This design comes from an exercise in tuning for small area and a short achievable clock period on the open sky130 flow, not from production work.
RTL that was checked went through simulation tests only; none was proved equivalent to the original.

==> exp/xenon: inputs <==
Design Algorithmic_Multiplier, start of the top module:
module Algorithmic_Multiplier(
    input signed [15:0] b0, b1, b2, b3,
    input signed [15:0] x0, x1, x2, x3,
    input clk,
    output signed [15:0] y0, y1, y2, y3
);
    reg [15:0] xr0, xr1, xr2, xr3, br0, br1, br2, br3;
    always @(posedge clk) begin
        xr0 <= x0; xr1 <= x1; xr2 <= x2; xr3 <= x3;
        br0 <= b0; br1 <= b1; br2 <= b2; br3 <= b3;
    end
    reg xr0_10_r1;
    reg xr0_11_r1;
    reg xr0_12_r1;
    reg xr0_13_r1;
    reg xr0_14_r1;
    reg xr1_10_r1;
    reg xr1_11_r1;
    reg xr1_12_r1;
    reg xr1_13_r1;
    reg xr1_14_r1;
    reg xr2_10_r1;
    reg xr2_11_r1;
    reg xr2_12_r1;
    reg xr2_13_r1;
    reg xr2_14_r1;
    reg xr3_10_r1;
    reg xr3_11_r1;
    reg xr3_12_r1;
    reg xr3_13_r1;
    reg xr3_14_r1;
    reg br0_10_r1;
    reg br0_11_r1;
    reg br0_12_r1;
    reg br0_13_r1;
    reg br0_14_r1;
    reg br1_10_r1;
    reg br1_11_r1;
    reg br1_12_r1;
    reg br1_13_r1;
    reg br1_14_r1;
    reg br2_10_r1;
    reg br2_11_r1;
    reg br2_12_r1;
    reg br2_13_r1;
    reg br2_14_r1;
    reg br3_10_r1;
    reg br3_11_r1;
    reg br3_12_r1;
    reg br3_13_r1;
    reg br3_14_r1;
    reg p1_r1;
    reg x121_r1;
    reg x126_r1;
    reg x134_r1;
    reg x145_r1;
    reg x145_r2;
    reg x159_r1;
    reg x159_r2;
    reg x176_r1;
    reg x176_r2;
    reg x196_r1;
    reg x196_r2;
    reg x219_r1;
    reg x219_r2;
    reg x245_r1;
    reg x245_r2;
    reg fc269_r1;
    reg fc272_r1;
    reg x274_r1;
    reg x274_r2;
    reg o275_r1;
    reg fs300_r1;
    reg fc301_r1;
    reg x306_r2;
    reg fs335_r1;
    reg fc336_r1;
    reg x341_r2;
    reg fs373_r1;
    reg x379_r2;
    reg x405_r1;
    reg x407_r2;
    reg p408_r1;
    reg x528_r1;
    reg x533_r1;
    reg x541_r1;
    reg x552_r1;
    reg x552_r2;
    reg x566_r1;
    reg x566_r2;
    reg x583_r1;
    reg x583_r2;
    reg x603_r1;
    reg x603_r2;
    reg x626_r1;
    reg x626_r2;
    reg x652_r1;
    reg x652_r2;
    reg fc676_r1;
    reg fc679_r1;
    reg x681_r1;
    reg x681_r2;
    reg o682_r1;
    reg fs707_r1;
    reg fc708_r1;
    reg x713_r2;
    reg fs742_r1;
    reg fc743_r1;
    reg x748_r2;
    reg fs780_r1;
    reg x786_r2;
    reg x812_r1;
    reg x814_r2;
    reg p815_r1;
    reg x935_r1;
    reg x940_r1;
    reg x948_r1;
    reg x959_r1;
    reg x959_r2;
  ...
==> flow/config.mk <==
export PLATFORM = sky130hd
export DESIGN_NAME = Algorithmic_Multiplier
export DESIGN_NICKNAME = Algorithmic_Multiplier
export VERILOG_FILES = /design/flow/design.v
export SDC_FILE = /design/flow/constraint.sdc
export NUM_CORES = 4
export LEC_CHECK = 0
export CAP_MARGIN = 20
export CORE_MARGIN = 2
export CORE_UTILIZATION = 60
export SLEW_MARGIN = 20
export SYNTH_HIERARCHICAL = 1
export SYNTH_MINIMUM_KEEP_SIZE = 0
==> flow/constraint.sdc <==
create_clock -name core_clock -period 21.0 [get_ports {clk}]
set_input_delay 4.2000 -clock core_clock [delete_from_list [all_inputs] [get_ports {clk}]]
set_output_delay 4.2000 -clock core_clock [all_outputs]
set_load 0.01 [all_outputs]
standard.sh (not shown) runs the stock make flow with config.mk's settings and CLKGATE_MAP_FILE= SYNTH_SCRIPT=/design/flow/synth_recipe.tcl, a recipe that flattens the netlist after the stock synthesis.
==> flow/flow/run.sh <==
#!/bin/bash
# Standard ORFS layout, with the port buffers chosen here instead of by buffer_ports' default.
set -euo pipefail
W=$PWD
export DONT_BUFFER_PORTS=1
export PRE_GLOBAL_PLACE_TCL=$W/flow/ports.tcl
export SETUP_SLACK_MARGIN=15.7
bash standard.sh > $W/standard_make.log 2>&1
==> flow/flow/ports.tcl <==
# Buffer every input and output port: small buffers on the inputs, a stronger one on the outputs.
buffer_ports -inputs -buffer_cell sky130_fd_sc_hd__buf_1
buffer_ports -outputs -buffer_cell sky130_fd_sc_hd__buf_4
==> exp/pepper: changes against exp/xenon <==
Settings changed: CORE_UTILIZATION 60 to 40.
==> qor summary <==
quantity	exp/xenon	exp/pepper
Worst hold slack after final layout	0.304 ns	0.316 ns
Terminus of the critical flop-to-flop path	x3872_r2	x4338_r2
Detailed-route wire length	121000 um	117000 um
Wire length of the first global-routing pass	181000 um	177000 um
Core utilization of the finished layout	65.6%	44.8%
Outcome	timing/DRC/antenna clean	timing/DRC/antenna clean
Area of the multi-input gates	0.0299 sq mm	0.0298 sq mm
Launching instance or port of the critical path	fs2080_r1	n2244_r1
Routability congestion estimate	0.974	0.951
Met2 capacity usage during global routing	53.3%	34.3%
Count of cell instances traversed by the critical path	14	15
Slowest cell on the critical path	sky130_fd_sc_hd__fa_1	sky130_fd_sc_hd__fa_2
Clock network area share	4.75%	5.44%
Number of diodes added for antenna fixing	0	9
No run of this note included a check of the RTL's function; only the layout flow was run.

========
==> run a <==
Another version of the RTL of Algorithmic_Multiplier (not shown whole).
Settings: LEC_CHECK=0, CAP_MARGIN=20, CORE_MARGIN=2, CORE_UTILIZATION=70, CTS_CLUSTER_DIAMETER=80, CTS_CLUSTER_SIZE=25, PLACE_DENSITY=0.75, SLEW_MARGIN=20, SYNTH_HIERARCHICAL=1, SYNTH_MINIMUM_KEEP_SIZE=0; clock period 21.0 ns.
==> flow/flow/run.sh <==
#!/bin/bash
# Standard ORFS layout, with the port buffers chosen here (flow/ports.tcl) and timing repair
# aimed at a period well below the design's, so that it sizes the critical paths.
set -euo pipefail
W=$PWD
export DONT_BUFFER_PORTS=1
export PRE_GLOBAL_PLACE_TCL=$W/flow/ports.tcl
export SKIP_BUFFER_REMOVAL=1
export SETUP_SLACK_MARGIN=15.7
export CTS_ARGS="-sink_clustering_enable -repair_clock_nets -sink_clustering_size 18 -sink_clustering_max_diameter 55 -dont_use_dummy_load -sink_clustering_buffer sky130_fd_sc_hd__clkbuf_8"
bash standard.sh > $W/standard_make.log 2>&1
==> flow/flow/ports.tcl <==
# Buffer every input and output port (as the standard flow does), with small buffers on the
# inputs and a stronger one on the outputs, and keep those buffers through timing repair.
# Synthesis' pass-through buffers (flip-flop to output port) go first.
remove_buffers
buffer_ports -inputs -buffer_cell sky130_fd_sc_hd__buf_1
buffer_ports -outputs -buffer_cell sky130_fd_sc_hd__buf_4
# connect the new buffers to the power grid before they are marked don't-touch
global_connect
set kept 0
foreach bt [[ord::get_db_block] getBTerms] {
  set net [$bt getNet]
  if {[$net getSigType] eq "CLOCK" || [$bt getName] eq "clk"} { continue }
  foreach it [$net getITerms] {
    set inst [$it getInst]
    if {[string match "sky130_fd_sc_hd__buf_*" [[$inst getMaster] getName]]} {
      $inst setDoNotTouch 1
      incr kept
    }
  }
}
puts "port buffers kept: $kept"
==> run b: changes against run a <==
--- a/flow/flow/run.sh
+++ b/flow/flow/run.sh
@@ -8,4 +8,4 @@
 export SKIP_BUFFER_REMOVAL=1
 export SETUP_SLACK_MARGIN=15.7
-export CTS_ARGS="-sink_clustering_enable -repair_clock_nets -sink_clustering_size 18 -sink_clustering_max_diameter 55 -dont_use_dummy_load -sink_clustering_buffer sky130_fd_sc_hd__clkbuf_8"
+export CTS_ARGS="-sink_clustering_enable -repair_clock_nets -sink_clustering_size 25 -sink_clustering_max_diameter 80 -dont_use_dummy_load"
 bash standard.sh > $W/standard_make.log 2>&1
--- a/flow/config.mk
+++ b/flow/config.mk
@@ -11,5 +11,4 @@
 export CTS_CLUSTER_DIAMETER = 80
 export CTS_CLUSTER_SIZE = 25
-export PLACE_DENSITY = 0.75
 export SLEW_MARGIN = 20
 export SYNTH_HIERARCHICAL = 1
==> run c: changes against run a <==
--- a/flow/flow/run.sh
+++ b/flow/flow/run.sh
@@ -8,4 +8,4 @@
 export SKIP_BUFFER_REMOVAL=1
 export SETUP_SLACK_MARGIN=15.7
-export CTS_ARGS="-sink_clustering_enable -repair_clock_nets -sink_clustering_size 18 -sink_clustering_max_diameter 55 -dont_use_dummy_load -sink_clustering_buffer sky130_fd_sc_hd__clkbuf_8"
+export CTS_ARGS="-sink_clustering_enable -repair_clock_nets -sink_clustering_size 20 -sink_clustering_max_diameter 60 -dont_use_dummy_load -sink_clustering_buffer sky130_fd_sc_hd__clkbuf_8"
 bash standard.sh > $W/standard_make.log 2>&1
--- a/flow/config.mk
+++ b/flow/config.mk
@@ -11,5 +11,4 @@
 export CTS_CLUSTER_DIAMETER = 80
 export CTS_CLUSTER_SIZE = 25
-export PLACE_DENSITY = 0.75
 export SLEW_MARGIN = 20
 export SYNTH_HIERARCHICAL = 1
==> notes <==
Run c finished clean. Run a produced a clean layout. Run b finished clean. Worst setup slack: run b is worse than run c (3.3 ps). Flip-flop and latch count is the same in run a and run c. Synthesized cell count is the same in run c and run a. Global-route usage: run c is lower than run b (0.14 points). Via count: run b < run c < run a.
==> figures <==
quantity	run c	run b	run a
Filler Cell Count	4068	4014	4047
Worst setup skew after layout	82.8 ps	65.0 ps	57.3 ps
Post-route core utilization	0.747	0.750	0.745
Clock buf/inv share	0.0157	0.0205	0.0185
Antenna fix cells	1	4	7
Worst hold-check slack	316 ps	314 ps	295 ps
Final design instance area without fill	0.0449 mm²	0.0451 mm²	0.0448 mm²
Run status	timing/DRC/antenna clean	timing/DRC/antenna clean	timing/DRC/antenna clean
Flip-flop and latch share of the layout cell area	0.254	0.253	0.254
Layout-to-synthesis area ratio	1.059x	1.064x	1.057x
Buffers outside the clock class	233	229	217
Number of nets in the layout	4834	4820	4827
Mean routed wirelength per cell	25.2 µm	25.3 µm	24.9 µm

========
==> inputs of 07-15 <==
Another version of the RTL of Algorithmic_Multiplier (not shown whole).
clock: 21.0 ns
lec_check: 0
cap_margin: 20
core_margin: 2
core_utilization: 40
slew_margin: 20
synth_hierarchical: 1
synth_minimum_keep_size: 0
==> flow/flow/run.sh <==
#!/bin/bash
# Standard ORFS layout, with the port buffers chosen here instead of by buffer_ports' default.
set -euo pipefail
W=$PWD
export DONT_BUFFER_PORTS=1
export PRE_GLOBAL_PLACE_TCL=$W/flow/ports.tcl
export SETUP_SLACK_MARGIN=15.5
bash standard.sh > $W/standard_make.log 2>&1
==> flow/flow/ports.tcl <==
# Buffer every input and output port: small buffers on the inputs, a stronger one on the outputs.
buffer_ports -inputs -buffer_cell sky130_fd_sc_hd__buf_1
buffer_ports -outputs -buffer_cell sky130_fd_sc_hd__buf_4
==> inputs of 11-04, as changes to 07-15 <==
==> flow/run.sh (new file) <==
#!/bin/bash
# synth_recipe.tcl (not shown) runs the flow's synth.tcl, then flattens the netlist and writes it again
# the make line also repeats each setting of config.mk as NAME=value (left out here)
make -C /OpenROAD-flow-scripts/flow DESIGN_CONFIG=/design/flow/config.mk WORK_HOME=/design/flow/orfs CLKGATE_MAP_FILE= SYNTH_SCRIPT=/design/flow/synth_recipe.tcl finish
removed: flow/flow/run.sh
removed: flow/flow/ports.tcl
removed: flow/standard.sh
==> run notes <==
- 07-15 finished clean. 11-04 finished with timing, DRC and antenna clean.
- Of 11-04 and 07-15, 11-04 has the higher cell area (gap 0.95%, measured against 07-15).
- Of 11-04 and 07-15, 07-15 has the higher maximum frequency (gap about 9%, measured against 07-15).
- Between 07-15 and 11-04, the lower count of clock-buffer cells in the layout is in 07-15 (gap 6).
- Between 11-04 and 07-15, the lower clock skew is in 11-04 (gap 0.0091 ns).
- In 07-15 the worst hold slack is worse than in 11-04, by 0.00076 ns.

========
==> v6 <==
Algorithmic_Multiplier with an RTL version that a note above also has.
// Algorithmic_Multiplier
module Algorithmic_Multiplier(
    input signed [15:0] b0, b1, b2, b3,
    input signed [15:0] x0, x1, x2, x3,
    input clk,
    output signed [15:0] y0, y1, y2, y3
);
export LEC_CHECK = 0
export CAP_MARGIN = 20
export CORE_MARGIN = 2
export CORE_UTILIZATION = 70
export CTS_CLUSTER_DIAMETER = 80
export CTS_CLUSTER_SIZE = 25
export SLEW_MARGIN = 20
export SYNTH_HIERARCHICAL = 1
export SYNTH_MINIMUM_KEEP_SIZE = 0
create_clock -name core_clock -period 21.0 [get_ports {clk}]
==> flow/flow/run.sh <==
#!/bin/bash
# Standard ORFS layout, with the port buffers chosen here (flow/ports.tcl) and timing repair
# aimed at a period well below the design's, so that it sizes the critical paths.
set -euo pipefail
W=$PWD
export DONT_BUFFER_PORTS=1
export PRE_GLOBAL_PLACE_TCL=$W/flow/ports.tcl
export SKIP_BUFFER_REMOVAL=1
export SETUP_SLACK_MARGIN=15.75
export CTS_ARGS="-sink_clustering_enable -repair_clock_nets -sink_clustering_size 20 -sink_clustering_max_diameter 60 -dont_use_dummy_load -sink_clustering_buffer sky130_fd_sc_hd__clkbuf_8"
bash standard.sh > $W/standard_make.log 2>&1
==> flow/flow/ports.tcl <==
# Buffer every input and output port (as the standard flow does), with small buffers on the
# inputs and a stronger one on the outputs, and keep those buffers through timing repair.
# Synthesis' pass-through buffers (flip-flop to output port) go first.
remove_buffers
buffer_ports -inputs -buffer_cell sky130_fd_sc_hd__buf_1
buffer_ports -outputs -buffer_cell sky130_fd_sc_hd__buf_4
# connect the new buffers to the power grid before they are marked don't-touch
global_connect
set kept 0
foreach bt [[ord::get_db_block] getBTerms] {
  set net [$bt getNet]
  if {[$net getSigType] eq "CLOCK" || [$bt getName] eq "clk"} { continue }
  foreach it [$net getITerms] {
    set inst [$it getInst]
    if {[string match "sky130_fd_sc_hd__buf_*" [[$inst getMaster] getName]]} {
      $inst setDoNotTouch 1
      incr kept
    }
  }
}
puts "port buffers kept: $kept"
==> v5: changes against v6 <==
==> flow/flow/run.sh (replaced) <==
#!/bin/bash
# Standard ORFS layout, with the port buffers chosen here (flow/ports.tcl) and timing repair
# aimed at a period well below the design's, so that it sizes the critical paths.
set -euo pipefail
W=$PWD
export DONT_BUFFER_PORTS=1
export PRE_GLOBAL_PLACE_TCL=$W/flow/ports.tcl
export POST_GLOBAL_PLACE_TCL=$W/flow/outflops.tcl
export SKIP_BUFFER_REMOVAL=1
export SETUP_SLACK_MARGIN=15.7
export CTS_ARGS="-sink_clustering_enable -repair_clock_nets -sink_clustering_size 18 -sink_clustering_max_diameter 55 -dont_use_dummy_load -sink_clustering_buffer sky130_fd_sc_hd__clkbuf_8"
bash standard.sh > $W/standard_make.log 2>&1
==> flow/flow/outflops.tcl (new file) <==
# Move each output flip-flop next to its output port buffer, so that the flip-flop drives a short
# wire; detailed placement legalizes the moved cells afterwards.
set block [ord::get_db_block]
set moved 0
foreach bt [$block getBTerms] {
  if {[$bt getIoType] ne "OUTPUT"} { continue }
  set pnet [$bt getNet]
  set buf ""
  foreach it [$pnet getITerms] { if {[$it isOutputSignal]} { set buf [$it getInst] } }
  if {$buf eq ""} { continue }
  set inet [[$buf findITerm A] getNet]
  foreach it [$inet getITerms] {
    if {[$it isOutputSignal]} {
      set ff [$it getInst]
      if {[string match "*dfxtp*" [[$ff getMaster] getName]]} {
        set loc [$buf getLocation]
        $ff setLocation [lindex $loc 0] [lindex $loc 1]
        incr moved
      }
    }
  }
}
puts "output flip-flops moved: $moved"
==> v11: changes against v6 <==
==> flow/flow/run.sh (replaced) <==
#!/bin/bash
# Standard ORFS layout, with the port buffers chosen here (flow/ports.tcl) and timing repair
# aimed at a period well below the design's, so that it sizes the critical paths.
set -euo pipefail
W=$PWD
export DONT_BUFFER_PORTS=1
export PRE_GLOBAL_PLACE_TCL=$W/flow/ports.tcl
export SKIP_BUFFER_REMOVAL=1
export SETUP_SLACK_MARGIN=15.7
export CTS_ARGS="-sink_clustering_enable -repair_clock_nets -sink_clustering_size 18 -sink_clustering_max_diameter 55 -dont_use_dummy_load -sink_clustering_buffer sky130_fd_sc_hd__clkbuf_8"
bash standard.sh > $W/standard_make.log 2>&1
==> v13: changes against v6 <==
==> flow/flow/run.sh (replaced) <==
#!/bin/bash
# Standard ORFS layout, with the port buffers chosen here (flow/ports.tcl) and timing repair
# aimed at a period well below the design's, so that it sizes the critical paths; the output
# flip-flops are moved next to their port buffers after global placement (flow/outflops.tcl).
set -euo pipefail
W=$PWD
export DONT_BUFFER_PORTS=1
export PRE_GLOBAL_PLACE_TCL=$W/flow/ports.tcl
export POST_GLOBAL_PLACE_TCL=$W/flow/outflops.tcl
export SKIP_BUFFER_REMOVAL=1
export SETUP_SLACK_MARGIN=15.7
export CTS_ARGS="-sink_clustering_enable -repair_clock_nets -sink_clustering_size 18 -sink_clustering_max_diameter 55 -dont_use_dummy_load -sink_clustering_buffer sky130_fd_sc_hd__clkbuf_8"
bash standard.sh > $W/standard_make.log 2>&1
==> flow/flow/outflops.tcl (new file) <==
# Move each output flip-flop next to its output port buffer, so that the flip-flop drives a short
# wire; detailed placement legalizes the moved cells afterwards.
set block [ord::get_db_block]
set moved 0
foreach bt [$block getBTerms] {
  if {[$bt getIoType] ne "OUTPUT"} { continue }
  set pnet [$bt getNet]
  set buf ""
  foreach it [$pnet getITerms] { if {[$it isOutputSignal]} { set buf [$it getInst] } }
  if {$buf eq ""} { continue }
  set inet [[$buf findITerm A] getNet]
  foreach it [$inet getITerms] {
    if {[$it isOutputSignal]} {
      set ff [$it getInst]
      if {[string match "*dfxtp*" [[$ff getMaster] getName]]} {
        set loc [$buf getLocation]
        $ff setLocation [lindex $loc 0] [lindex $loc 1]
        incr moved
      }
    }
  }
}
puts "output flip-flops moved: $moved"
==> run notes <==
Against v6, the worst setup slack of v13 is higher by 53 ps. Global-route usage: v11 is lower than v5 (0.29 points). Area after synthesis is the same in v6 and v13. Critical path depth is the same in v13 and v6. Against v11, the utilization of v6 is lower by 0.19 points. Final cell count: v11 is larger than v6 (0.32%).
==> figures <==
quantity	v13	v11	v6	v5
Outcome	finished clean	finished clean	finished clean	finished clean
WL/cell	25.2 um	25.2 um	25.3 um	25.2 um
Post-Layout Inst Area	45100 um2	45200 um2	45100 um2	45100 um2
Critical path origin	fs4855_r3	k5035_r3	k5036_r3	fs4855_r3
Final Instance Count excl. Fillers	4422	4447	4433	4422
Post-layout nets	4834	4861	4843	4834
Ratio of cells with drive above 1 in the final layout	0.100	0.100	0.106	0.100
Detailed-routing wirelength on met1	38.3 mm	38.5 mm	38.3 mm	38.3 mm
Number of antenna violations at the first check in global routing	8	10	13	8
Vias	25900	26000	26000	25900
Non-clock buffer share of cell area	0.0270	0.0319	0.0303	0.0270

-- port drivers added, routing unchanged --
No port has a modelled driver above. Below, the same layouts with a new extraction and two added sets of constraints. Step 1, drivers: a clkbuf_16 drives clk and a buf_2 each remaining input, both assumed. Step 2 times the ports against the registers' clock, not the clock port: input delays grow and output delays shrink by t, the midpoint of the rising clock arrivals with the driver on. Three values: ideal ports, drivers, drivers and shift; two values: the first two.
| run | t (ns) | slack for setup (ns) | hold WS [ns] | worst setup path after step 2 |
|---|---|---|---|---|
| exp/xenon | 0.679 | 15.614 / 15.614 / 15.614 | 0.304 / 0.304 / 0.304 | register to register |
| exp/pepper | 0.707 | 15.583 / 15.583 / 15.583 | 0.316 / 0.316 / 0.316 | register to register |
| run a | 0.643 | 15.670 / 15.604 / 15.826 | 0.295 / 0.295 / 0.295 | register to register |
| run b | 0.635 | 15.674 / 15.606 / 15.756 | 0.314 / 0.314 / 0.314 | register to register |
| run c | 0.631 | 15.677 / 15.609 / 15.737 | 0.316 / 0.316 / 0.316 | register to register |
| 07-15 | 0.713 | 15.548 / 15.548 / 15.548 | 0.324 / 0.324 / 0.324 | register to register |
| 11-04 | 0.716 | 14.977 / 14.977 / 14.977 | 0.325 / 0.325 / 0.325 | register to register |
| v6 | 0.629 | 15.681 / 15.613 / 15.763 | 0.318 / 0.318 / 0.318 | register to register |
| v5 | 0.632 | 15.734 / 15.668 / 15.785 | 0.292 / 0.292 / 0.292 | register to register |
| v11 | 0.635 | 15.719 / 15.654 / 15.798 | 0.310 / 0.310 / 0.310 | register to register |
| v13 | 0.632 | 15.734 / 15.668 / 15.785 | 0.292 / 0.292 / 0.292 | register to register |
After both steps every run listed still meets setup and hold.
